Source: an optimization exercise on an open RTL-to-GDS flow (aim: small area, a short achievable clock period and few clock cycles). Production flows keep margins and buffers that such runs may drop. Where RTL was checked, it was by simulation tests only, not by an equivalence proof against the original. Function not checked in runs 3 to 5: the RTL went through the layout flow alone. No activity file was given, so power comes from the tool's default toggle rates.

==> design/flow/design.v <==
`timescale 1ns / 1ps
module process(
	input clk,
	input rst,
	input [23:0] in_pix,
	output reg [5:0] row, col,
	output reg out_we,
	output reg [23:0] out_pix,
	output reg mirror_done,
	output reg gray_done,
	output reg filter_done);
localparam PM = 2'd0, PG = 2'd1, PF = 2'd2;
reg [1:0]  phase, nphase;
reg [1:0]  sub, nsub;
reg [12:0] cnt, ncnt;
wire [6:0]  s = cnt[12:6];
wire [5:0]  i = cnt[5:0];
wire [12:0] cinc = cnt + 13'd1;
wire        last11 = (cnt[10:0] == 11'd2047);
wire        dirA  = cnt[6] ^ cnt[12];
wire [5:0]  a_row = cnt[11:6] ^ {6{cnt[12]}};
wire [5:0]  a_col = cnt[5:0] ^ {6{dirA}};
wire [13:0] wpx   = {1'b0, cnt} - 14'd66;
wire [5:0]  w_row = wpx[11:6];
wire [5:0]  w_col = wpx[5:0] ^ {6{~wpx[6]}};
wire        w_ok  = (wpx[13:12] == 2'b00);
reg [5:0] nrow, ncol;
reg nwe, nmd, ngd, nfd;
reg f_i0, f_s0, f_ra;
reg nf_i0, nf_s0, nf_ra;
reg f_byp, nf_byp;
always @(*) begin
	nphase = phase; nsub = sub; ncnt = cnt;
	nrow = a_row; ncol = a_col;
	nwe = 1'b0; nmd = 1'b0; ngd = 1'b0; nfd = 1'b0;
	nf_i0 = f_i0; nf_s0 = f_s0; nf_ra = f_ra; nf_byp = 1'b0;
	case (phase)
	PM: begin
		nrow = {sub == 2'd0, cnt[10:6] ^ {5{sub == 2'd0}}};
		ncol = cnt[5:0];
		nwe = (sub != 2'd2);
		nsub = (sub == 2'd2) ? 2'd0 : sub + 2'd1;
		if (sub == 2'd1) begin nmd = last11; ncnt = cinc; end
		if (sub == 2'd2 && cnt[11]) begin nphase = PG; ncnt = 13'd0; end
	end
	PG: begin
		nrow = cnt[10:5];
		ncol = {cnt[4:0], ~sub[0]};
		nwe = sub[0] ^ sub[1];
		nsub = sub + 2'd1;
		if (sub == 2'd2) begin ngd = last11; ncnt = cinc; end
		if (sub == 2'd3 && cnt[11]) begin
			nphase = PF; ncnt = 13'd0;
			nf_i0 = 1'b1; nf_s0 = 1'b1; nf_ra = 1'b1;
		end
	end
	default: begin
		case (sub)
		2'd0: begin
			nsub = 2'd1; ncnt = cinc; nf_byp = f_i0;
			nrow = w_row; ncol = w_col; nwe = w_ok;
			nfd = (cnt == 13'd4161);
		end
		2'd1: begin
			if (cnt == 13'd4162) begin
				nphase = PM; nsub = 2'd0; ncnt = 13'd0; nrow = 6'd0; ncol = 6'd0;
			end else if (i == 6'd2 && s != 7'd0 && !(cnt[12] && cnt[11:6] != 6'd0)) begin
				nsub = 2'd2; ncol = {6{dirA}};
			end else begin
				nsub = 2'd0;
				nwe = ~cnt[12] | (cnt == 13'd4096);
				nf_i0 = (i == 6'd0); nf_s0 = (cnt <= 13'd64); nf_ra = ~cnt[12];
			end
		end
		default: begin
			nsub = 2'd0;
			nwe = ~cnt[12];
			nf_i0 = 1'b0; nf_s0 = 1'b0; nf_ra = ~cnt[12];
		end
		endcase
	end
	endcase
end
always @(posedge clk) begin
	if (rst) begin
		phase <= PM; sub <= 2'd0; cnt <= 13'd0;
		f_i0 <= 1'b1; f_s0 <= 1'b1; f_ra <= 1'b1; f_byp <= 1'b0;
		row <= 6'd0; col <= 6'd0; out_we <= 1'b0;
		mirror_done <= 1'b0; gray_done <= 1'b0; filter_done <= 1'b0;
	end else begin
		phase <= nphase; sub <= nsub; cnt <= ncnt;
		f_i0 <= nf_i0; f_s0 <= nf_s0; f_ra <= nf_ra; f_byp <= nf_byp;
		row <= nrow; col <= ncol; out_we <= nwe;
		mirror_done <= nmd; gray_done <= ngd; filter_done <= nfd;
	end
end
reg [23:0] P;
reg [7:0]  G0, G1;
reg [8:0]  E;
reg signed [12:0] K;
reg [9:0]  J;
reg mxr, mxg, mxb, mnr, mng, mnb;
wire [7:0] pr = P[23:16], pg = P[15:8], pb = P[7:0];
wire [7:0] pmax = ({8{mxr}} & pr) | ({8{mxg}} & pg) | ({8{mxb}} & pb);
wire [7:0] pmin = ({8{mnr}} & pr) | ({8{mng}} & pg) | ({8{mnb}} & pb);
wire [8:0] gsum = {1'b0, pmax} + {1'b0, pmin};
function gt8(input [7:0] x, input [7:0] y);
	reg [7:0] gg, ee;
	reg [3:0] g1, e1;
	reg [1:0] g2, e2;
	integer k;
	begin
		gg = x & ~y;
		ee = ~(x ^ y);
		for (k = 0; k < 4; k = k + 1) begin
			g1[k] = gg[2*k+1] | (ee[2*k+1] & gg[2*k]);
			e1[k] = ee[2*k+1] & ee[2*k];
		end
		for (k = 0; k < 2; k = k + 1) begin
			g2[k] = g1[2*k+1] | (e1[2*k+1] & g1[2*k]);
			e2[k] = e1[2*k+1] & e1[2*k];
		end
		gt8 = g2[1] | (e2[1] & g2[0]);
	end
endfunction
wire irg = gt8(in_pix[23:16], in_pix[15:8]);
wire irb = gt8(in_pix[23:16], in_pix[7:0]);
wire igb = gt8(in_pix[15:8], in_pix[7:0]);
wire signed [12:0] pT = P[22:10];
wire [9:0] pH = P[9:0];
wire first = f_i0;
wire [9:0] Jn = pT[12] ? 10'd0 : (|pT[11:10]) ? 10'h3ff : pT[9:0];
wire [10:0] Dn = {1'b0, J} - {1'b0, out_pix[9:0]};
wire [7:0] Dcl = Dn[10] ? 8'd0 : (|Dn[9:8]) ? 8'd255 : Dn[7:0];
wire [9:0] Hs = {1'b0, E} + {2'b0, G0};
wire signed [12:0] Ts = K - $signed({5'b0, G0});
wire [9:0] Hn = first ? {1'b0, E} : Hs;
wire signed [12:0] Tn = first ? K : Ts;
wire fA = (phase == PF) && (sub == 2'd0);
always @(posedge clk) begin
	P <= f_byp ? {1'b0, Tn, Hn} : in_pix;
	mxr <= irg & irb;
	mxg <= ~(irg & irb) & igb;
	mxb <= ~(irg & irb) & ~igb;
	mnb <= irb & igb;
	mng <= ~(irb & igb) & irg;
	mnr <= ~(irb & igb) & ~irg;
	E <= {1'b0, G0} + {1'b0, G1};
	K <= fA ? K - $signed({3'b0, f_s0 ? 10'd0 : pH})
	        : $signed({2'b0, G0, 3'b000}) + $signed({5'b0, G0}) - $signed({5'b0, G1});
end
always @(posedge clk) begin
	case (phase)
	PM: out_pix <= in_pix;
	PG: out_pix <= {8'd0, gsum[8:1], 8'd0};
	default: begin
		case (sub)
		2'd0: begin
			out_pix <= {8'd0, Dcl, 8'd0};
			J <= Jn;
			G1 <= first ? 8'd0 : G0;
			G0 <= f_ra ? in_pix[15:8] : 8'd0;
		end
		2'd1: out_pix <= {1'b0, Tn, Hn};
		default: ;
		endcase
	end
	endcase
end
endmodule
==> design/flow/config.mk <==
export PLATFORM = sky130hd
export DESIGN_NAME = process
export DESIGN_NICKNAME = process
export VERILOG_FILES = /design/flow/design.v
export SDC_FILE = /design/flow/constraint.sdc
export NUM_CORES = 4
export LEC_CHECK = 0
export ABC_AREA = 1
export CAP_MARGIN = 20
export CORE_MARGIN = 2
export CORE_UTILIZATION = 45
export PLACE_DENSITY = 0.6
export SETUP_SLACK_MARGIN = 4.5
export SLEW_MARGIN = 20
export TNS_END_PERCENT = 60
==> design/flow/flow/run.sh <==
#!/bin/bash
# The standard layout (the standard.sh, standard synthesis unchanged),
# except that the port buffers are sky130_fd_sc_hd__buf_2 cells.
# make's full output goes to make.log in the work folder; ORFS keeps each
# step's own log under orfs/logs.
set -euo pipefail
bash standard.sh "BUFFER_PORTS_ARGS=-buffer_cell sky130_fd_sc_hd__buf_2" finish > make.log 2>&1
==> design/flow/standard.sh <==
#!/bin/bash
# synth_recipe.tcl (not shown) runs the flow's synth.tcl, then flattens the netlist and writes it again
# the make line also repeats each setting of config.mk as NAME=value (left out here)
make -C /OpenROAD-flow-scripts/flow DESIGN_CONFIG=/design/flow/config.mk WORK_HOME=/design/flow/orfs CLKGATE_MAP_FILE= SYNTH_SCRIPT=/design/flow/synth_recipe.tcl "${@:-finish}"
==> design/flow/constraint.sdc <==
create_clock -name core_clock -period 7.0 [get_ports {clk}]
set_input_delay 1.4000 -clock core_clock [delete_from_list [all_inputs] [get_ports {clk}]]
set_output_delay 1.4000 -clock core_clock [all_outputs]
set_load 0.01 [all_outputs]
==> summary.txt, run 1 <==
- Final WL: roughly 33 mm
- DRC: 0
- CP peak stage delay: 0.49 ns
- Longest Clk Path Bufs: 2
- Distinct cells, synth: 54
- Post-Synthesis Net Count: around 1,600
- Met3 wire len: around 2 mm
- Clock slew at reported path FFs: approximately 0.07 ns
- Wl on met1: approximately 15 mm
- Initial DRC Count: roughly 1,000
- Slew @ Worst Pin: approximately 0.86 ns
- Clk sinks: between 100 and 150
- Vias/cell: about 5.3
- TritonRoute pass-1 iters: 6
- Leakage: between 0.005 and 0.006 µW
- DR WL/cell: between 15 and 20 µm
- Post-synthesis xor/xnor area fraction: 0.0333
- Peak VDD IR: ~140 µV
- Mux contribution to synthesized area: 0
- RSZ-0062 raised after global routing: true
- Gr ovfl total: 0
- Worst setup EP type: primary output
- CTS tree: done
- Die height: 157 µm
- Port Buffer Count: 65
- Die width: approximately 160 µm
- Crit path max-delay family: flip-flops
- Nets@finish: between 1,500 and 2,000
- CP Data Required Time: 5.60 ns
- Max-slew violation count: 0
- CTS Root Cell: clkbuf_16
- Top Metal Used: met4
- Setup tns final: 0 ns
- CP max-delay cell: edfxtp_1
- Final setup fails: 0
- Met2 wire length: between 10 and 15 mm
- Adder-cell share of the synthesized area: 0.143
- Ys flop type: dfxtp_1
- PnR worst setup slack: 4.50 ns
- Seq cells post-synth: 139
- Type of the worst setup path: reg -> out
- Startpoint Class: flop
- Asr flop ratio synth: 0
- Fin cells: about 1,900
- Worst path bufs/invs: 1
- Share of cells above drive strength 1: 0.124
- Status: no timing/DRC/antenna violations
- CP Cell Sequence: buf_2
- ANT cells: 0
- Core Region: approximately 23,000 µm²
- Io pins: 66
- Synthesized area per cell: 7.12 µm²
- Hold-fix buffers at CTS: 0
- Syn-to-layout area delta: 12.6%
- Global-route wire length before repair: about 50 mm
- GP Congestion: a little under 1
- FP Rows: 55
- Total GRT Usage: 0.271
- Clock latency (worst-skew pair): roughly 0.43 ns
- ANT nets after route: 0
- Maxcap violations: 0
- Crit share post-route: 0.358
- Hpwl dp: 25.8 mm
- Hold Violations, Final: 0
- Largest family of logic cells by synthesized area: simple AND/OR/NAND/NOR gates
- Final Instance Area: about 12,000 µm²
- Simple-gate share of the synthesized area: 0.297
- Power density cells: 179 nW/µm²
- Max transition margin: 0.427
- DR vias: 9,955
- Synth Area in Compound Gates: 0.125
- CTS Buf Count: 17
- Synthesized area: between 10,000 and 15,000 µm²
- Arrival time worst endpoint: approximately 1.1 ns
- Initial antenna violation count: 0
- Part of the Yosys area used for sequential elements: 0.312
- Die Area: ~25,000 µm²
- Placed Cells: between 1,500 and 2,000
- Pin count of the biggest net entering global routing: 34
- Initial core utilization: 0.462
- Min Clock Period, post-route: ~2.5 ns
- Min-Delay Path Class: reg -> reg
- Pre-CTS WS: between 4 and 5 ns
- Crit-path max FO: 3
- Vias in the first global route: approximately 9,100
- Post-Syn Instances: between 1,000 and 1,500
- Total number of yosys warnings: 1
- Layout fillers: approximately 2,300
- # H-tree levels: 4
- Layout Utilization: 0.520
- Placed Area: approximately 11,000 µm²
- Worst clock skew: 0.0106 ns
- Fmax: between 300 and 400 MHz
- Post-synth EDFFs: 50
-- registers in the layout, indices dropped and copies added (netlist names), 2 cells and up --
| register | flops |
|---|---|
| P | 24 |
| out_pix | 24 |
| K | 13 |
| cnt | 13 |
| J | 10 |
| E | 9 |
| G0 | 8 |
| G1 | 8 |
| col | 6 |
| row | 6 |
| phase | 2 |
| sub | 2 |
-- power breakdown --
part / switching [µW] / total, µW / internal (µW)
Clock: 395 / 913 / 519
Sequential: 32.7 / 894 / 862
Combinational: 202 / 316 / 114
Total: 629 / 2120 / 1490
-- cells in the final DEF (no fill, tap or decap), types with 3 or more instances in the layout --
cell / count
o21ai_1: 10
ha_1: 96
a21o_1: 5
or2_2: 7
edfxtp_1: 50
o211ai_1: 4
a21oi_2: 6
o21bai_1: 6
xnor2_1: 10
inv_1: 181
o21ai_2: 4
fa_1: 10
o22ai_1: 13
a31o_2: 3
clkinv_1: 4
a31oi_1: 3
buf_2: 65
a21oi_1: 94
nand2_2: 10
nor2_4: 6
inv_2: 16
inv_6: 4
buf_4: 14
o21ai_0: 70
nand3b_1: 12
nand3_1: 131
o21a_1: 5
nand2_1: 396
nand4_1: 20
nand3_2: 3
nor2_2: 6
nor3_1: 11
clkbuf_16: 18
clkinv_4: 3
ha_2: 3
xor2_1: 30
nor2_1: 96
dfxtp_1: 87
-- worst reg2reg max path, cell delays in order (launching register included) --
cell and delay (ns):
edfxtp_1 0.52, ha_4 0.21, inv_1 0.05, fa_1 0.40, nand3b_1 0.17, nand2_1 0.12, nand3_1 0.15, o21bai_2 0.19
nand3_1 0.11, nand3_1 0.16, nand3b_1 0.12
-- cell type report --
cell class                 count  area (µm²)  share of cell area
timing repair buffer          79         430              0.0363
timing repair inverter         1        5.00            0.000423
sequential                   139        3290               0.277
multi-input combinational   1098        6380               0.539
clock buffer                  18         450              0.0380
clock inverter                13         133              0.0112
tap                          313         392              0.0331
inverter                     203         768              0.0649
-- metrics by stage --
stage	total power, µW	hold WS (ns)
floorplan	1120	0.480
global placement	1220	0.549
detailed placement	1220	0.552
CTS	2130	0.567
global route	2210	0.586
finish	2120	0.560
-- logic make-up after synthesis --
kind of cell,count (synthesis)
AND/OR/NAND/NOR,710
buffers and inverters,241
AO/OA/AOI/OAI,235
flip-flops,139
adder cells (fa/ha/maj),113
XOR/XNOR,40
-- path summary, 6_finish.rpt --
kind,start,endpoint,slack (ns),depth (start not counted)
worst max-delay path,out_pix[1],out_pix[1],4.50,1
worst min-delay path,f_s0,f_s0,0.56,2
worst max register to register,G0[0],out_pix[8],4.53,10
worst min register to register,f_s0,f_s0,0.56,2
-- timing repair --
item / CTS / global route
setup buffers: 3 / 6
pin swaps: 0 / 2
endpoints found under the hold margin: 0 / 0
setup endpoints to repair: 33 / 40
resized for setup: 4 / 36
gates cloned: 1 / 0
-- cell usage after synthesis (all sizes together) (3+ instances only) --
library cell  number  area share
or2                9      0.0054
clkinv             4      0.0014
dfxtp             89        0.17
o21ai             85       0.042
a31oi              3      0.0018
nand3            134       0.065
nor2             109       0.046
ha               101        0.12
xor2              30       0.025
nand3b            12      0.0086
buf               17       0.010
clkbuf            21      0.0075
a21oi            101       0.049
fa                12       0.023
o21a               5      0.0036
o211ai             4      0.0029
nand4             20       0.012
edfxtp            50        0.14
nor3              13      0.0067
o22ai             13      0.0077
o21bai             7      0.0050
inv              199       0.071
a21o               5      0.0036
a31o               3      0.0025
nand2            409        0.15
xnor2             10      0.0083
-- routing by layer --
layer / track usage / vias to the layer above
met4: 0.0913 / 0
met2: 0.434 / 328
met3: 0.0418 / 60
met5: 0 / -
met1: 0.373 / 4591
li1: - / 4976
Testbench counts, summed over its fixed seeds: cycles 363,584.
==> run 2: changes to the inputs <==
--- a/design/flow/config.mk
+++ b/design/flow/config.mk
@@ -12,4 +12,3 @@
 export PLACE_DENSITY = 0.6
 export SETUP_SLACK_MARGIN = 4.5
 export SLEW_MARGIN = 20
-export TNS_END_PERCENT = 60
==> summary.txt, run 2 <==
- Status: no timing/DRC/antenna violations
- TritonRoute pass-1 iters: 7 (+1)
- Worst setup EP type: primary output
- Gr ovfl total: 0 (unchanged)
- Initial antenna violation count: 0 (unchanged)
- Worst path bufs/invs: 1 (unchanged)
- GP Congestion: 0.976 (unchanged)
- Post-Syn Instances: 1,478 (unchanged)
- Crit-path max FO: 2 (-1)
- Nets@finish: 1,680 (+0.12%)
- Die width: 157 µm (unchanged)
- Layout fillers: 2,252 (-0.18%)
- Peak VDD IR: 143 µV (+0.16%)
- Total GRT Usage: 0.271 (+0.000589)
- Multi-input logic area: 6390 µm² (+0.16%)
- Ys flop type: dfxtp_1
- Maxcap violations: 0 (unchanged)
- Global-route wire length before repair: 50.6 mm (+0.18%)
- Hold Worst Slack: 0.560 ns (+0.000235 ns)
- Hold Violations, Final: 0 (unchanged)
- WHS Path Cells: 2 (unchanged)
- Hpwl dp: 25.8 mm (unchanged)
- Io pins: 66 (unchanged)
- CTS Buf Count: 17 (unchanged)
- Leakage: 0.00580 µW (+0.19%)
- Worst reg2reg path depth: 8 (-2)
- Post-synth EDFFs: 50 (unchanged)
- Hold_sp: f_s0
- ANT cells: 0 (unchanged)
- CP peak stage delay: 0.45 ns (-0.04 ns)
- DR vias: 9,957 (+0.020%)
- Worst clock skew: 0.00999 ns (-0.000565 ns)
- ANT nets after route: 0 (unchanged)
- CP max-delay cell: edfxtp_1
- Share of cells above drive strength 1: 0.126 (+0.00242)
- Arrival time worst endpoint: 1.04 ns (-0.06 ns)
- Distinct cells, synth: 54 (unchanged)
- Slew @ Worst Pin: 0.849 ns (-0.00947 ns)
- # H-tree levels: 4 (unchanged)
- Startpoint Class: flop
- Final setup fails: 0 (unchanged)
- Initial DRC Count: 942 (-5.1%)
- CTS tree: done
- PnR worst setup slack: 4.56 ns (+0.0618 ns)
- Final WL: 33.0 mm (about the same)
- Fmax: 409 MHz (+2.5%)
- R2R Setup Slk: 4.60 ns (+0.07 ns)
- RSZ-0062 raised after global routing: true
- Initial core utilization: 0.462 (unchanged)
- Asr flop ratio synth: 0 (unchanged)
- Worst Hold End: f_s0
- Syn-to-layout area delta: 12.8%
- Total number of yosys warnings: 1 (unchanged)
- Seq cells post-synth: 139 (unchanged)
- Count leader, synth: nand2_1
- DR WL/cell: 17.7 µm (about the same)
- Clk sinks: 139 (unchanged)
- Min-Delay Path Class: reg -> reg
- Core Region: 22,800 µm² (unchanged)
- Post-Synthesis Net Count: 1,617 (unchanged)
- Pre-CTS WS: 4.23 ns (unchanged)
- Synthesized area: 10,500 µm² (unchanged)
- CP Data Required Time: 5.60 ns (about the same)
- Min Clock Period, post-route: 2.44 ns (-0.0618 ns)
- Clock latency (worst-skew pair): 0.43 ns (about the same)
- CP Cell Sequence: buf_2
- Pin count of the biggest net entering global routing: 34 (unchanged)
- Commonest non-fill, non-tap cell in the layout: nand2_1
- Crit path max-delay family: flip-flops
- Vias in the first global route: 9,146 (+0.044%)
- Longest Clk Path Bufs: 2 (unchanged)
- Post-synth top area cell: dfxtp_1
- Max transition margin: 0.434 (+0.00632)
- Vias/cell: 5.34 (about the same)
- Power density cells: 179 nW/µm² (-0.23%)
- Die Area: 24,600 µm² (unchanged)
- Post-synth top area share: 0.169 (unchanged)
- CTS Root Cell: clkbuf_16
- RR Endpoint: out_pix[14]
- Commonest cells post-synth: nand2_1, inv_1, nand3_1
- Storage element area: 3290 µm² (unchanged)
- DRC: 0 (unchanged)
- Port Buffer Count: 65 (unchanged)
- Synthesized area per cell: 7.12 µm² (unchanged)
- Top post-synthesis cells by area: dfxtp_1, edfxtp_1, nand2_1, ha_1, inv_1
- Type of the worst setup path: reg -> out
- Crit Reg-Reg Startpoint: G0[0]
- Most frequent cells in the layout: nand2_1, inv_1, nand3_1, nor2_1, ha_1
- Max-slew violation count: 0 (unchanged)
- Top Registers: P: 24 flops, out_pix: 24 flops
- Setup tns final: 0 ns (unchanged)
- Part of the Yosys area used for sequential elements: 0.312 (unchanged)
- Layout Utilization: 0.521 (+0.000989)
- Crit share post-route: 0.349 (-0.00883)
- FP Rows: 55 (unchanged)
- Die height: 157 µm (unchanged)
- Clock slew at reported path FFs: 0.06 ns (about the same)
==> run 2: cell counts after synthesis <==
Identical to the previous run, type by type.
==> run 2: worst reg2reg max path: cells and delay by family (launching register included) <==
kind / cells / cell delay (ns)
compound gates: 2 / 0.42
fa+ha+maj: 2 / 0.68
xor+xnor: 1 / 0.13
flops: 1 / 0.53
simple gates: 3 / 0.41
==> run 2: timing repair <==
action | 4_1_cts | 5_1_grt
pin swaps | 1 | 4
gates resized for setup | 9 | 32
cloned | 1 | 0
hold endpoints to repair | 0 | 0
setup buffers | 4 | 7
endpoints found under the setup margin | 33 | 36
hold buffers | 0 | 0
==> run 2: kinds of logic (layout without fill, tap and decap cells) <==
kind of cell	after synthesis	after routing	share of synthesized area
compound gates	235	235	0.125
simple gates	710	710	0.297
buf+inv	241	316	0.0902
flops	139	139	0.312
xor+xnor	40	40	0.0333
fa+ha+maj	113	113	0.143
==> run 2: where the power goes <==
part / switching [µW] / internal [µW] / total, µW
registers: 32.7 / 862 / 894
clock network: 394 / 519 / 912
logic: 202 / 115 / 316
total: 628 / 1490 / 2120
==> run 2: area by class of cell <==
| class | count | share of cell area |
|---|---|---|
| clock buffer | 18 | 0.0380 |
| clock inverter | 13 | 0.0112 |
| inverter | 203 | 0.0645 |
| multi-input combinational | 1098 | 0.538 |
| sequential | 139 | 0.277 |
| tap | 313 | 0.0330 |
| timing repair buffer | 81 | 0.0375 |
| timing repair inverter | 1 | 0.000422 |
==> run 2: per-layer routing <==
metal,track usage,share of wire
met1,0.374,0.46
met2,0.435,0.45
met3,0.0415,0.064
met4,0.0896,0.029
met5,0,0
==> run 2: per-stage QoR <==
step	power, µW	std cells	area [µm²]
3_5_place_dp	1220	1823	11100
6_report	2120	1866	11900
4_1_cts	2130	1859	11700
5_1_grt	2210	1866	11900
3_3_place_gp	1220	1823	11100
2_1_floorplan	1120	1478	10500
==> run 2: worst max-delay path by stage <==
stage	from	end	slack, ns	cells after the start
CTS	G0[0]	K[8]	4.50	10
global route	G0[1]	K[10]	4.48	11
detailed placement	sub[1]	cnt[7]	4.23	10
finish	out_pix[1]	out_pix[1]	4.56	1
global placement	sub[1]	cnt[12]	4.28	11
floorplan	in_pix[1]	mnr	4.61	10
==> run 3: changes to the inputs <==
--- a/design/flow/design.v
+++ b/design/flow/design.v
@@ -136,7 +136,6 @@
 wire signed [12:0] Ts = K - $signed({5'b0, G0});
 wire [9:0] Hn = first ? {1'b0, E} : Hs;
 wire signed [12:0] Tn = first ? K : Ts;
-wire fA = (phase == PF) && (sub == 2'd0);
 always @(posedge clk) begin
 	P <= f_byp ? {1'b0, Tn, Hn} : in_pix;
 	mxr <= irg & irb;
@@ -146,8 +145,8 @@
 	mng <= ~(irb & igb) & irg;
 	mnr <= ~(irb & igb) & ~irg;
 	E <= {1'b0, G0} + {1'b0, G1};
-	K <= fA ? K - $signed({3'b0, f_s0 ? 10'd0 : pH})
-	        : $signed({2'b0, G0, 3'b000}) + $signed({5'b0, G0}) - $signed({5'b0, G1});
+	K <= $signed({2'b0, G0, 3'b000}) + $signed({5'b0, G0}) - $signed({5'b0, G1})
+	     - $signed({3'b0, f_s0 ? 10'd0 : pH});
 end
 always @(posedge clk) begin
 	case (phase)
==> summary.txt, run 3 <==
- Gr ovfl total: 0 (unchanged)
- ANT nets after route: 0 (unchanged)
- Vias/cell: 5.41 (+1.4%)
- Count leader, synth: nand2_1
- RSZ-0062 raised after global routing: true
- CP Cell Sequence: inv_2 > fa_1 > inv_1 > fa_1 > inv_1 > fa_2 > o21ai_2 > nand4_1 > o211ai_1 > xor2_1
- Multi-input logic area: 6180 µm² (-3.2%)
- Part of the Yosys area used for sequential elements: 0.319 (+0.00707)
- Hold_sp: K[3]
- Power density cells: 181 nW/µm² (+1.2%)
- Max-slew violation count: 0 (unchanged)
- Layout fillers: 2,201 (-2.3%)
- Post-synth EDFFs: 50 (unchanged)
- Crit-path max FO: 3 (+1)
- Worst setup EP type: flop
- Asr flop ratio synth: 0 (unchanged)
- Storage element area: 3290 µm² (+0.27%)
- Port Buffer Count: 65 (unchanged)
- Maxcap violations: 0 (unchanged)
- Clock latency (worst-skew pair): 0.44 ns (about the same)
- Post-synth top area share: 0.173 (+0.00383)
- Total number of yosys warnings: 1 (unchanged)
- Hpwl dp: 23.5 mm (-9.0%)
- Worst path bufs/invs: 3 (+2)
- Share of cells above drive strength 1: 0.149 (+0.0226)
- Final WL: 31.7 mm (-4.0%)
- CTS tree: done
- Seq cells post-synth: 139 (unchanged)
- Hold-fix buffers at CTS: 0 (unchanged)
- DR WL/cell: 17.6 µm (-0.67%)
- Most frequent cells in the layout: nand2_1, inv_1, nand3_1, nor2_1, ha_1
- Nets@finish: 1,644 (-2.1%)
- Distinct cells, synth: 47 (-13%)
- Synthesized area per cell: 7.17 µm² (+0.72%)
- Longest Clk Path Bufs: 2 (unchanged)
- Crit Reg-Reg Startpoint: G0[0]
- CP Data Required Time: 7.37 ns (+1.77 ns)
- GP Congestion: 0.884 (-9.4%)
- Total GRT Usage: 0.269 (-0.00233)
- Initial antenna violation count: 0 (unchanged)
- Setup tns final: 0 ns (unchanged)
- Arrival time worst endpoint: 3.02 ns (+1.98 ns)
- Ys flop type: dfxtp_1
- Synthesized area: 10,300 µm² (-2.2%)
- TritonRoute pass-1 iters: 5 (-2)
- Clk sinks: 139 (unchanged)
- Initial core utilization: 0.457 (-0.00469)
- Post-Syn Instances: 1,435 (-2.9%)
- Min-Delay Path Class: reg -> reg
- Post-Synthesis Net Count: 1,573 (-2.7%)
- Type of the worst setup path: reg -> reg
- Startpoint Class: flop
- ANT cells: 0 (unchanged)
- Commonest non-fill, non-tap cell in the layout: nand2_1
- CTS Buf Count: 17 (unchanged)
- DRC: 0 (unchanged)
- Worst clock skew: 0.0105 ns (+0.000498 ns)
- CP max-delay cell: fa_1
- Commonest cells post-synth: nand2_1, inv_1, nand3_1
- Syn-to-layout area delta: 14.9%
- Crit path max-delay family: adder cells
- Core Region: 22,500 µm² (-1.2%)
- Leakage: 0.00576 µW (-0.61%)
- FP Rows: 55 (unchanged)
- Crit share post-route: 0.379 (+0.0303)
- Total power: 2140 µW (+0.76%)
- # H-tree levels: 4 (unchanged)
- CP peak stage delay: 0.53 ns (+0.08 ns)
- Io pins: 66 (unchanged)
- Clock slew at reported path FFs: 0.06 ns (about the same)
- Top Registers: P: 24 flops, out_pix: 24 flops
- Vias in the first global route: 9,310 (+1.8%)
- Max transition margin: 0.507 (+0.0739)
- Die Area: 24,100 µm² (-2.2%)
- Fmax: 377 MHz (-8.0%)
- DR vias: 9,765 (-1.9%)
- CTS Root Cell: clkbuf_16
- CP startpoint: G0[0]
- Die height: 155 µm (-1.1%)
- Final setup fails: 0 (unchanged)
- Top post-synthesis cells by area: dfxtp_1, edfxtp_1, nand2_1, ha_1, inv_1
- Slew @ Worst Pin: 0.738 ns (-0.111 ns)
- Die width: 155 µm (-1.1%)
- Min Clock Period, post-route: 2.66 ns (+0.212 ns)
- Global-route wire length before repair: 50.0 mm (-1.1%)
- Status: no timing/DRC/antenna violations
- Peak VDD IR: 153 µV (+7.3%)
- Initial DRC Count: 769 (-18%)
- Post-synth top area cell: dfxtp_1
- Pin count of the biggest net entering global routing: 39 (+15%)
- Hold Violations, Final: 0 (unchanged)
## run 3: worst register-to-register path, delay by kind of cell (launching register included)
kind	cells	cell delay, ns
flip-flops	1	0.39
AO/OA/AOI/OAI	2	0.31
AND/OR/NAND/NOR	1	0.10
XOR/XNOR	1	0.18
buffers and inverters	3	0.19
adder cells (fa/ha/maj)	3	1.42
## run 3: path summary, 6_finish.rpt
kind / endpoint / cells past startpoint / slack, ns
worst max-delay path: K[10] / 10 / 4.34
worst min-delay path: P[13] / 2 / 0.57
worst max register to register: K[10] / 10 / 4.34
worst min register to register: P[13] / 2 / 0.57
## run 3: area by class of cell
class                           count  area share
Timing Repair Buffer               95      0.0469
Tap cell                          285      0.0302
Clock inverter                     14      0.0145
Timing Repair inverter              2     0.00106
Clock buffer                       18      0.0363
Multi-Input combinational cell   1036       0.523
Inverter                          215      0.0691
Sequential cell                   139       0.279
## run 3: what timing repair did
item | 4_1_cts | 5_1_grt
cloned | 2 | 0
gates resized for setup | 28 | 32
setup endpoints to repair | 42 | 49
pin swaps | 14 | 10
buffers inserted | 16 | 9
## run 3: cells by family (layout without fill, tap and decap cells)
kind of cell / Yosys count / in the layout / share of synthesized area
AO/OA/AOI/OAI: 200 / 200 / 0.108
buffers and inverters: 260 / 344 / 0.0995
AND/OR/NAND/NOR: 685 / 685 / 0.289
adder cells (fa/ha/maj): 112 / 112 / 0.151
flip-flops: 139 / 139 / 0.319
XOR/XNOR: 39 / 39 / 0.0332
## run 3: per-stage QoR
stage	area, µm²	util	setup WS (ns)	cells	hold slack (ns)
after floorplan	10400	-	4.42	1435	0.445
after global placement	10900	0.483	4.03	1745	0.530
after detailed placement	10900	0.483	3.99	1745	0.548
after CTS	11700	0.518	4.35	1795	0.559
after global routing	11800	0.525	4.24	1804	0.586
final	11800	0.525	4.34	1804	0.567
## run 3: report_power, final
part	switching, µW	internal, µW	total [µW]
clock	377	562	939
sequential	31.9	862	894
combinational	195	110	305
total	605	1530	2140
## run 3: routing by layer
metal	wire length [µm]	track usage	part of all wire
met5	0	0	0
met4	1100	0.106	0.035
met3	2120	0.0359	0.067
met2	14400	0.438	0.45
met1	14100	0.365	0.44
==> run 4: changes to the inputs <==
--- a/design/flow/design.v
+++ b/design/flow/design.v
@@ -132,10 +132,10 @@
 wire [9:0] Jn = pT[12] ? 10'd0 : (|pT[11:10]) ? 10'h3ff : pT[9:0];
 wire [10:0] Dn = {1'b0, J} - {1'b0, out_pix[9:0]};
 wire [7:0] Dcl = Dn[10] ? 8'd0 : (|Dn[9:8]) ? 8'd255 : Dn[7:0];
-wire [9:0] Hs = {1'b0, E} + {2'b0, G0};
-wire signed [12:0] Ts = K - $signed({5'b0, G0});
-wire [9:0] Hn = first ? {1'b0, E} : Hs;
-wire signed [12:0] Tn = first ? K : Ts;
+wire [7:0] g0b = first ? 8'd0 : G0;
+wire [9:0] Hn = {1'b0, E} + {2'b0, g0b};
+wire signed [12:0] Tn = K - $signed({5'b0, g0b});
+wire fA = (phase == PF) && (sub == 2'd0);
 always @(posedge clk) begin
 	P <= f_byp ? {1'b0, Tn, Hn} : in_pix;
 	mxr <= irg & irb;
@@ -145,8 +145,8 @@
 	mng <= ~(irb & igb) & irg;
 	mnr <= ~(irb & igb) & ~irg;
 	E <= {1'b0, G0} + {1'b0, G1};
-	K <= $signed({2'b0, G0, 3'b000}) + $signed({5'b0, G0}) - $signed({5'b0, G1})
-	     - $signed({3'b0, f_s0 ? 10'd0 : pH});
+	K <= fA ? K - $signed({3'b0, f_s0 ? 10'd0 : pH})
+	        : $signed({2'b0, G0, 3'b000}) + $signed({5'b0, G0}) - $signed({5'b0, G1});
 end
 always @(posedge clk) begin
 	case (phase)
==> summary.txt, run 4 <==
- Initial DRC Count: 842 (+9.5%)
- Total number of yosys warnings: 1 (unchanged)
- Nets@finish: 1,652 (+0.49%)
- Post-synth EDFFs: 50 (unchanged)
- Met1 track demand over resource: 0.382 (+0.0173)
- Fmax: 406 MHz (+7.8%)
- RR Endpoint: out_pix[15]
- Storage element area: 3290 µm² (-0.15%)
- Post-Syn Instances: 1,450 (+1.0%)
- CTS Root Cell: clkbuf_16
- Initial antenna violation count: 0 (unchanged)
- WHS Path Cells: 2 (unchanged)
- Commonest non-fill, non-tap cell in the layout: nand2_1
- CTS Buf Count: 17 (unchanged)
- Commonest cells post-synth: nand2_1, inv_1, nand3_1
- Fin cells: 1,811 (+0.39%)
- FP Rows: 55 (unchanged)
- Worst Hold End: f_s0
- Max transition margin: 0.433 (-0.0743)
- CTS tree: done
- Longest Clk Path Bufs: 2 (unchanged)
- Grt peak-use layer: met2
- Share of cells above drive strength 1: 0.138 (-0.0105)
- Multi-input logic area: 6360 µm² (+2.8%)
- Min Clock Period, post-route: 2.46 ns (-0.193 ns)
- Crit path max-delay family: flip-flops
- # H-tree levels: 4 (unchanged)
- Port Buffer Count: 65 (unchanged)
- Slew @ Worst Pin: 0.849 ns (+0.111 ns)
- DR WL/cell: 17.7 µm (+0.89%)
- R2R Setup Slk: 4.57 ns (+0.23 ns)
- Final WL: 32.1 mm (+1.3%)
- Peak VDD IR: 143 µV (-6.6%)
- Clock latency (worst-skew pair): 0.43 ns (about the same)
- Synthesized area: 10,400 µm² (+1.4%)
- Crit-path max FO: 2 (-1)
- Crit share post-route: 0.352 (-0.0275)
- Worst reg2reg path depth: 12 (+2)
- Type of the worst setup path: reg -> out
- RSZ-0062 raised after global routing: true
- Initial core utilization: 0.459 (+0.00218)
- Hold Violations, Final: 0 (unchanged)
- ANT cells: 0 (unchanged)
- Worst setup EP type: primary output
- Post-Synthesis Net Count: 1,589 (+1.0%)
- Crit Reg-Reg Startpoint: G0[2]
- Startpoint Class: flop
- Count leader, synth: nand2_1
- Layout Utilization: 0.523 (-0.00202)
- Top Registers: P: 24 flops, out_pix: 24 flops
- Die width: 156 µm (+0.68%)
- Synthesized area per cell: 7.19 µm² (+0.35%)
- Gr ovfl total: 0 (unchanged)
- Ys flop type: dfxtp_1
- Power density cells: 182 nW/µm² (+0.77%)
- Die Area: 24,400 µm² (+1.4%)
- Die height: 156 µm (+0.68%)
- Asr flop ratio synth: 0 (unchanged)
- CP peak stage delay: 0.45 ns (-0.08 ns)
- Distinct cells, synth: 55 (+17%)
- Core Region: 22,700 µm² (+0.92%)
- Arrival time worst endpoint: 1.06 ns (-1.96 ns)
- Post-synth top area share: 0.171 (-0.00239)
- ANT nets after route: 0 (unchanged)
- CP Data Required Time: 5.60 ns (-1.77 ns)
- Hpwl dp: 25.5 mm (+8.4%)
- Leakage: 0.00576 µW (about the same)
- Layout fillers: 2,287 (+3.9%)
- Status: no timing/DRC/antenna violations
- Vias/cell: 5.36 (-0.98%)
- Final setup fails: 0 (unchanged)
- DRC: 0 (unchanged)
- CP Cell Sequence: buf_2
- Part of the Yosys area used for sequential elements: 0.315 (-0.00441)
- Max-slew violation count: 0 (unchanged)
- Clk sinks: 139 (unchanged)
- Post-synth top area cell: dfxtp_1
- CP max-delay cell: edfxtp_1
- Maxcap violations: 0 (unchanged)
- Met2 Usage GRT: 0.418 (-0.0198)
- Worst clock skew: 0.0129 ns (+0.00245 ns)
- Global-route wire length before repair: 50.7 mm (+1.4%)
- Pin count of the biggest net entering global routing: 32 (-18%)
- Setup tns final: 0 ns (unchanged)
- Worst path bufs/invs: 1 (-2)
- Most frequent cells in the layout: nand2_1, inv_1, nand3_1, nor2_1, ha_1
- Hold-fix buffers at CTS: 0 (unchanged)
- Hold_sp: f_s0
- Placed Area: 11,000 µm² (+0.90%)
- Clock slew at reported path FFs: 0.06 ns (about the same)
- Placed Cells: 1,765 (+1.1%)
- Top post-synthesis cells by area: dfxtp_1, edfxtp_1, nand2_1, ha_1, inv_1
- Syn-to-layout area delta: 13.9%
- Met3 Use GR: 0.0413 (+0.00533)
- Seq cells post-synth: 139 (unchanged)
- Total GRT Usage: 0.272 (+0.00243)
- Io pins: 66 (unchanged)
- DR vias: 9,707 (-0.59%)
- GP Congestion: 0.922 (+4.3%)
- TritonRoute pass-1 iters: 5 (unchanged)
- Vias in the first global route: 9,272 (-0.41%)
- Final Instance Area: 11,900 µm² (+0.53%)
- Min-Delay Path Class: reg -> reg
-- run 4: cell type report --
type,instances,share of cell area
clock buffers,20,0.0394
clock inverters,12,0.0116
inverters,215,0.0690
multi-input cells,1058,0.535
flip-flops and latches,139,0.277
well taps,285,0.0300
repair buffers,82,0.0381
-- run 4: what timing repair did --
action	CTS	global route
buffers inserted	1	13
pin swaps	0	8
endpoints found under the setup margin	48	38
gates resized for setup	23	44
-- run 4: cells by family after synthesis --
group	count (synthesis)	share of synthesized area
simple gates	669	0.286
xor+xnor	38	0.0319
buf+inv	253	0.0943
flops	139	0.315
fa+ha+maj	113	0.144
compound gates	238	0.129
-- run 4: how the worst max path moves through the flow --
stage | cells past startpoint | endpoint | slack, ns | from
6_report | 1 | out_pix[6] | 4.54 | out_pix[6]
5_1_grt | 12 | out_pix[15] | 4.42 | G0[2]
4_1_cts | 12 | out_pix[15] | 4.35 | G0[4]
3_5_place_dp | 8 | K[4] | 3.90 | sub[0]
3_3_place_gp | 8 | K[4] | 4.04 | sub[0]
2_1_floorplan | 10 | mnr | 4.61 | in_pix[1]
-- run 4: per-layer routing --
layer	vias to the layer above	routed length, µm
li1	4895	-
met1	4440	15300
met2	316	13900
met3	56	1820
met4	0	1040
met5	-	0
-- run 4: report_power, final --
| group | switching, µW | internal, µW |
|---|---|---|
| logic | 210 | 125 |
| clock network | 379 | 558 |
| registers | 33.2 | 862 |
-- run 4: through the flow --
step / hold WS, ns / setup slack (ns) / power (µW)
after floorplan: 0.474 / 4.61 / 1130
after global placement: 0.547 / 4.04 / 1230
after detailed placement: 0.557 / 3.90 / 1230
after CTS: 0.571 / 4.35 / 2170
after global routing: 0.578 / 4.42 / 2260
final: 0.560 / 4.54 / 2170
==> run 5: changes to the inputs <==
--- a/design/flow/design.v
+++ b/design/flow/design.v
@@ -99,10 +99,10 @@
 reg [8:0]  E;
 reg signed [12:0] K;
 reg [9:0]  J;
-reg mxr, mxg, mxb, mnr, mng, mnb;
+reg rg, rb, gb;
 wire [7:0] pr = P[23:16], pg = P[15:8], pb = P[7:0];
-wire [7:0] pmax = ({8{mxr}} & pr) | ({8{mxg}} & pg) | ({8{mxb}} & pb);
-wire [7:0] pmin = ({8{mnr}} & pr) | ({8{mng}} & pg) | ({8{mnb}} & pb);
+wire [7:0] pmax = (rg & rb) ? pr : gb ? pg : pb;
+wire [7:0] pmin = (rb & gb) ? pb : rg ? pg : pr;
 wire [8:0] gsum = {1'b0, pmax} + {1'b0, pmin};
 function gt8(input [7:0] x, input [7:0] y);
 	reg [7:0] gg, ee;
@@ -132,18 +132,16 @@
 wire [9:0] Jn = pT[12] ? 10'd0 : (|pT[11:10]) ? 10'h3ff : pT[9:0];
 wire [10:0] Dn = {1'b0, J} - {1'b0, out_pix[9:0]};
 wire [7:0] Dcl = Dn[10] ? 8'd0 : (|Dn[9:8]) ? 8'd255 : Dn[7:0];
-wire [7:0] g0b = first ? 8'd0 : G0;
-wire [9:0] Hn = {1'b0, E} + {2'b0, g0b};
-wire signed [12:0] Tn = K - $signed({5'b0, g0b});
+wire [9:0] Hs = {1'b0, E} + {2'b0, G0};
+wire signed [12:0] Ts = K - $signed({5'b0, G0});
+wire [9:0] Hn = first ? {1'b0, E} : Hs;
+wire signed [12:0] Tn = first ? K : Ts;
 wire fA = (phase == PF) && (sub == 2'd0);
 always @(posedge clk) begin
 	P <= f_byp ? {1'b0, Tn, Hn} : in_pix;
-	mxr <= irg & irb;
-	mxg <= ~(irg & irb) & igb;
-	mxb <= ~(irg & irb) & ~igb;
-	mnb <= irb & igb;
-	mng <= ~(irb & igb) & irg;
-	mnr <= ~(irb & igb) & ~irg;
+	rg <= irg;
+	rb <= irb;
+	gb <= igb;
 	E <= {1'b0, G0} + {1'b0, G1};
 	K <= fA ? K - $signed({3'b0, f_s0 ? 10'd0 : pH})
 	        : $signed({2'b0, G0, 3'b000}) + $signed({5'b0, G0}) - $signed({5'b0, G1});
==> summary.txt, run 5 <==
- TritonRoute pass-1 iters: 6 (+1)
- DR WL/cell: 17.4 µm (-1.8%)
- Gr ovfl total: 0 (unchanged)
- Arrival time worst endpoint: 1.03 ns (-0.03 ns)
- Clock latency (worst-skew pair): 0.43 ns (about the same)
- Initial antenna violation count: 1 (+1)
- Worst path bufs/invs: 1 (unchanged)
- FP Rows: 56 (+1.8%)
- Met2 Usage GRT: 0.440 (+0.0218)
- Worst reg2reg path depth: 8 (-4)
- Worst Hold End: P[9]
- CTS Root Cell: clkbuf_16
- Total GRT Usage: 0.269 (-0.00301)
- Most frequent cells in the layout: nand2_1, inv_1, nand3_1, a21oi_1, ha_1
- Vias/cell: 5.34 (-0.37%)
- Distinct cells, synth: 54 (-1.8%)
- WHS Path Cells: 2 (unchanged)
- DRC: 0 (unchanged)
- Slew @ Worst Pin: 0.843 ns (-0.00612 ns)
- Crit path max-delay family: flip-flops
- Core Region: 23,300 µm² (+2.4%)
- Maxcap violations: 0 (unchanged)
- # H-tree levels: 4 (unchanged)
- Die Area: 24,800 µm² (+1.6%)
- Hold_sp: E[8]
- Placed Area: 11,100 µm² (+1.6%)
- Syn-to-layout area delta: 12.9%
- Clk sinks: 136 (-2.2%)
- Die height: 157 µm (+0.78%)
- Pin count of the biggest net entering global routing: 35 (+9.4%)
- Final setup fails: 0 (unchanged)
- Startpoint Class: flop
- Crit-path max FO: 3 (+1)
- Commonest non-fill, non-tap cell in the layout: nand2_1
- Synthesized area per cell: 7.11 µm² (-1.1%)
- Global-route wire length before repair: 51.0 mm (+0.65%)
- Min Clock Period, post-route: 2.43 ns (-0.0279 ns)
- Post-Syn Instances: 1,490 (+2.8%)
- Met1 track demand over resource: 0.370 (-0.0115)
- Die width: 157 µm (+0.78%)
- Layout Utilization: 0.514 (-0.00905)
- Nets@finish: 1,688 (+2.2%)
- Top Registers: P: 24 flops, out_pix: 24 flops
- Hold Violations, Final: 0 (unchanged)
- Setup tns final: 0 ns (unchanged)
- Hpwl dp: 25.7 mm (+0.94%)
- Crit Reg-Reg Startpoint: G0[0]
- R2R Setup Slk: 4.58 ns (about the same)
- DR vias: 10,100 (+3.5%)
- Initial DRC Count: 939 (+12%)
- Vias in the first global route: 9,322 (+0.54%)
- Met3 Use GR: 0.0339 (-0.00740)
- Longest Clk Path Bufs: 2 (unchanged)
- Layout fillers: 2,377 (+3.9%)
- CTS tree: done
- Commonest cells post-synth: nand2_1, inv_1, nand3_1
- Max-slew violation count: 0 (unchanged)
- Initial core utilization: 0.455 (-0.00371)
- Final Instance Area: 12,000 µm² (+0.66%)
- Power density cells: 176 nW/µm² (-3.7%)
- CP startpoint: out_pix[1]
- Post-Synthesis Net Count: 1,629 (+2.5%)
- CP Data Required Time: 5.60 ns (about the same)
- Ys flop type: dfxtp_1
- Max transition margin: 0.437 (+0.00425)
- ANT nets after route: 0 (unchanged)
- Share of cells above drive strength 1: 0.130 (-0.00831)
- Post-synth EDFFs: 50 (unchanged)
- Asr flop ratio synth: 0 (unchanged)
- Seq cells post-synth: 136 (-2.2%)
- Count leader, synth: nand2_1
- Synthesized area: 10,600 µm² (+1.6%)
- Post-synth top area share: 0.162 (-0.00837)
- Crit share post-route: 0.348 (-0.00399)
- Io pins: 66 (unchanged)
- Leakage: 0.00583 µW (+1.1%)
- RSZ-0062 raised after global routing: true
- Peak VDD IR: 169 µV (+18%)
- Fmax: 411 MHz (+1.1%)
- CP Cell Sequence: buf_2
- Status: no timing/DRC/antenna violations
- Part of the Yosys area used for sequential elements: 0.304 (-0.0107)
- Top post-synthesis cells by area: dfxtp_1, edfxtp_1, nand2_1, ha_1, inv_1
- CP peak stage delay: 0.44 ns (about the same)
- RR Endpoint: out_pix[12]
- Post-synth top area cell: dfxtp_1
- Type of the worst setup path: reg -> out
- GP Congestion: 0.939 (+1.8%)
- CTS Buf Count: 17 (unchanged)
- Min-Delay Path Class: reg -> reg
- CP max-delay cell: edfxtp_1
- Port Buffer Count: 65 (unchanged)
- Grt peak-use layer: met2
- Final WL: 32.8 mm (+2.1%)
- Worst clock skew: 0.0145 ns (+0.00155 ns)
- Clock slew at reported path FFs: 0.06 ns (about the same)
- Total number of yosys warnings: 1 (unchanged)
- Worst setup EP type: primary output
==> run 5: cell types whose count changed in the layout (fill, tap and decap cells not counted), moves of 7 or more <==
cell | before | now
a21oi_1 | 84 | 100
xor2_1 | 29 | 22
nand2_1 | 350 | 384
inv_2 | 10 | 18
nand4_1 | 20 | 28
a31oi_1 | 3 | 11
inv_1 | 200 | 191
o21ai_0 | 76 | 85
nand3_1 | 127 | 120
==> run 5: where the power goes <==
group	leakage, µW	total (µW)	internal [µW]	switching (µW)
Combinational	0.00435	333	120	212
Clock	0.000274	899	526	373
Sequential	0.00120	868	843	24.9
==> run 5: final cells by class <==
class	instances	area [µm²]	share of cell area
multi-input cells	1101	6500	0.543
flip-flops and latches	136	3230	0.270
inverters	214	817	0.0683
repair buffers	79	430	0.0360
clock buffers	18	429	0.0359
well taps	319	399	0.0334
clock inverters	14	153	0.0128
diodes	1	2.50	0.000209
==> run 5: logic make-up after synthesis <==
logic type                 Yosys count  synth area share
buffers and inverters              254            0.0964
and+or+nand+nor                    696             0.295
AOI/OAI and AO/OA                  260             0.137
adders and majority gates          113             0.142
muxes                                1          0.000945
DFF                                136             0.304
xor gates and xnor gates            30            0.0248
==> run 5: stage by stage <==
step / hold slack (ns) / setup slack, ns / power [µW] / instances
finish: 0.554 / 4.57 / 2100 / 1882
global route: 0.603 / 4.47 / 2190 / 1882
CTS: 0.556 / 4.52 / 2110 / 1872
detailed placement: 0.544 / 4.27 / 1210 / 1838
global placement: 0.547 / 4.34 / 1210 / 1838
floorplan: 0.489 / 4.69 / 1110 / 1490
==> run 5: worst max path at each step <==
stage / endpoint / slack, ns / depth (start not counted)
after global placement: cnt[10] / 4.34 / 11
after global routing: out_pix[12] / 4.47 / 8
after floorplan: gb / 4.69 / 7
after detailed placement: out_pix[12] / 4.27 / 12
after CTS: out_pix[8] / 4.52 / 11
final: out_pix[1] / 4.57 / 1
==> run 5: timing repair <==
action / CTS / global route
hold buffers: 0 / 0
endpoints found under the setup margin: 31 / 31
cloned: 0 / 1
gates resized for setup: 12 / 41
setup buffers: 2 / 8
pin swaps: 1 / 4
hold endpoints to repair: 0 / 0
==> run 5: routing by layer <==
metal | part of all wire | routed length [µm]
met5 | 0 | 0
met4 | 0.023 | 750
met3 | 0.055 | 1810
met2 | 0.46 | 15100
met1 | 0.46 | 15200

-- re-timing with driven ports --
How much do the figures lean on ideal ports? The routed layouts below were timed once more, with nothing changed but the port constraints. Step 1: set_driving_cell puts a clkbuf_16 on clk and a buf_2 on each other input, an assumption about the parent block. Step 2 also shifts input and output timing later by t, the mid clock arrival at the registers, as if the neighbouring blocks saw the same clock. Three values: ideal, step 1, step 2; two values: the first two.
run | shift t [ns] | slack for setup (ns) | worst setup path at the end | latest minus earliest clock arrival (ns)
run 1 | 0.472 | 4.495 / 4.447 / 4.211 | input to register | 0.011 / 0.011
run 2 | 0.470 | 4.557 / 4.509 / 4.218 | input to register | 0.010 / 0.010
run 3 | 0.480 | 4.345 / 4.345 / 4.243 | input to register | 0.013 / 0.013
run 4 | 0.474 | 4.537 / 4.489 / 4.251 | input to register | 0.013 / 0.013
run 5 | 0.472 | 4.565 / 4.519 / 4.358 | input to register | 0.016 / 0.016
After both steps setup and hold are still met in every run listed. The setup slack of run 2, which loses most, moves by -0.048 ns with the drivers and by -0.339 ns with both steps.
